What follows belongs to an exercise in optimizing a design on an open flow for a short achievable clock period and few clock cycles; a production flow would make more cautious choices.
The RTL was checked by simulation tests, not by an equivalence proof against the original design.
No activity file was given, so power comes from the tool's default toggle rates.

Setup of exp/pepper:
Design CPU, start of the top module:
module CPU (clk, rst, go, imem_addr, imem_rdata, dmem_addr, dmem_wdata,
            dmem_we, dmem_rdata, led, halted);
   input         clk;
   input         rst;
   input         go;
   output [9:0]  imem_addr;
   input  [31:0] imem_rdata;
   output [9:0]  dmem_addr;
   output [31:0] dmem_wdata;
   output        dmem_we;
   input  [31:0] dmem_rdata;
   output [31:0] led;
   output        halted;
   function [32:0] ks32;
      input [31:0] a;
      input [31:0] b;
      input        cin;
      reg   [31:0] p0, g, p, gn, pn;
      integer      l, i;
      begin
         p0 = a ^ b;
         g  = a & b;
         g[0] = g[0] | (p0[0] & cin);
         p  = p0;
         for (l = 0; l < 5; l = l + 1) begin
            for (i = 0; i < 32; i = i + 1) begin
               if (i >= (1 << l)) begin
                  gn[i] = g[i] | (p[i] & g[i - (1 << l)]);
                  pn[i] = p[i] & p[i - (1 << l)];
               end else begin
                  gn[i] = g[i];
                  pn[i] = p[i];
               end
            end
            g = gn;
            p = pn;
         end
         ks32 = {g[31], p0 ^ {g[30:0], cin}};
      end
   endfunction
   function [31:0] ks32s;
      input [31:0] a;
      input [31:0] b;
      input        cin;
      reg   [32:0] r;
      begin
         r = ks32(a, b, cin);
         ks32s = r[31:0];
      end
   endfunction
   reg  [31:0] pc_f;
   reg  [11:2] last_link;
   reg         x_valid;
   reg  [31:0] x_ir;
   reg  [31:0] x_imm;        
   reg  [31:0] x_pc;
   reg  [31:0] x_pc4;
   reg  [31:0] x_pnext;      
   reg         x_pbtb;       
   reg  [31:1] x_s1;         
   reg  [31:1] x_s2;
   reg         x_fm1, x_fw1, x_fm2, x_fw2;    
   reg         x_hz;         
   reg  [4:0]  x_rd;         
   reg         x_ld, x_st, x_jal, x_jalr, x_sys, x_link;
   reg         x_beq, x_bne, x_blt;
   reg         x_rr;         
   reg         x_sub;        
   reg         x_quirk;      
   reg         x_sel_add, x_sel_log, x_sel_shf, x_sel_lt;
   reg  [1:0]  x_log;        
   reg         x_ltu;
   reg         x_sra;
   reg         x_right;
   reg  [4:0]  m_rd;         
   reg  [31:0] m_add;
   reg  [31:0] m_log;
   reg  [31:0] m_shf;
  ...
Size in the first run: roughly 7,800 cells after synthesis, roughly 150 I/O pins.
export LEC_CHECK = 0
export CAP_MARGIN = 20
export CORE_MARGIN = 2
export CORE_UTILIZATION = 40
export SLEW_MARGIN = 20
export SYNTH_HIERARCHICAL = 1
create_clock -name core_clock -period 25.0 [get_ports {clk}]
standard.sh (not shown) runs the stock make flow with config.mk's settings and CLKGATE_MAP_FILE= SYNTH_SCRIPT=/design/flow/synth_recipe.tcl, a recipe that flattens the netlist after the stock synthesis.
==> flow/flow/run.sh <==
#!/bin/bash
# The standard layout, with timing repair aimed at a much shorter period than
# the 25 ns the design is signed off at (the constraints are unchanged; only
# repair_timing's setup margin is raised), and with the resizer free to pick
# cells of any footprint.
set -euo pipefail
cd "$(dirname "$0")/.."
export SETUP_SLACK_MARGIN=19.4
bash standard.sh MATCH_CELL_FOOTPRINT=0 finish > standard_flow.log 2>&1
exp/pepper completed end to end with timing, DRC and antenna clean.
Testbench counts of exp/pepper, summed over its fixed seeds: cycles 40,710.
What exp/sierra does differently from exp/pepper at the input level:
-- flow/flow/run.sh --
<<< exp/pepper, line 7
cd "$(dirname "$0")/.."
export SETUP_SLACK_MARGIN=19.4
bash standard.sh MATCH_CELL_FOOTPRINT=0 finish > standard_flow.log 2>&1
>>> exp/sierra, line 7
cd "$(dirname "$0")/.."
export SETUP_SLACK_MARGIN=19
bash standard.sh MATCH_CELL_FOOTPRINT=0 finish > standard_flow.log 2>&1
Findings:
Taking exp/pepper as the reference, in exp/sierra part of the power in combinational logic fell 0.6 points, worst setup slack went down 16 ps. The higher sequential cell fraction of total power of exp/sierra and exp/pepper is in exp/sierra. Changes observed in exp/sierra relative to exp/pepper: total of cells resized after clock tree synthesis went down; core utilization went down; total power went down. Compared with exp/pepper, in exp/sierra maximum clock frequency ~0 delta; non-clock inverter instance count of the final layout climbed 1.

re-timing with driven ports:
The results above use ideal ports. As a check the final layouts listed here were re-extracted and re-timed, cells and wires unchanged. Step 1 assumes that a clkbuf_16 drives the clock port and a buf_2 every other input. Step 2 times the ports against the registers' clock, not the clock port: input delays grow and output delays shrink by t, the midpoint of the rising clock arrivals with the driver on. Three values: ideal ports, drivers, drivers and shift; two values: the first two.
run	shift t [ns]	setup WS [ns]	worst setup path after step 2	slew at the worst register clock pin (ns)
exp/pepper	0.958	18.457 / 18.377 / 17.650	input to register	0.07 / 0.07
exp/sierra	0.944	18.441 / 18.368 / 17.607	input to register	0.07 / 0.07
After both steps setup and hold are still met in every run listed. For exp/sierra, which loses most, drivers alone change the setup slack by -0.073 ns; drivers and shift together by -0.834 ns.
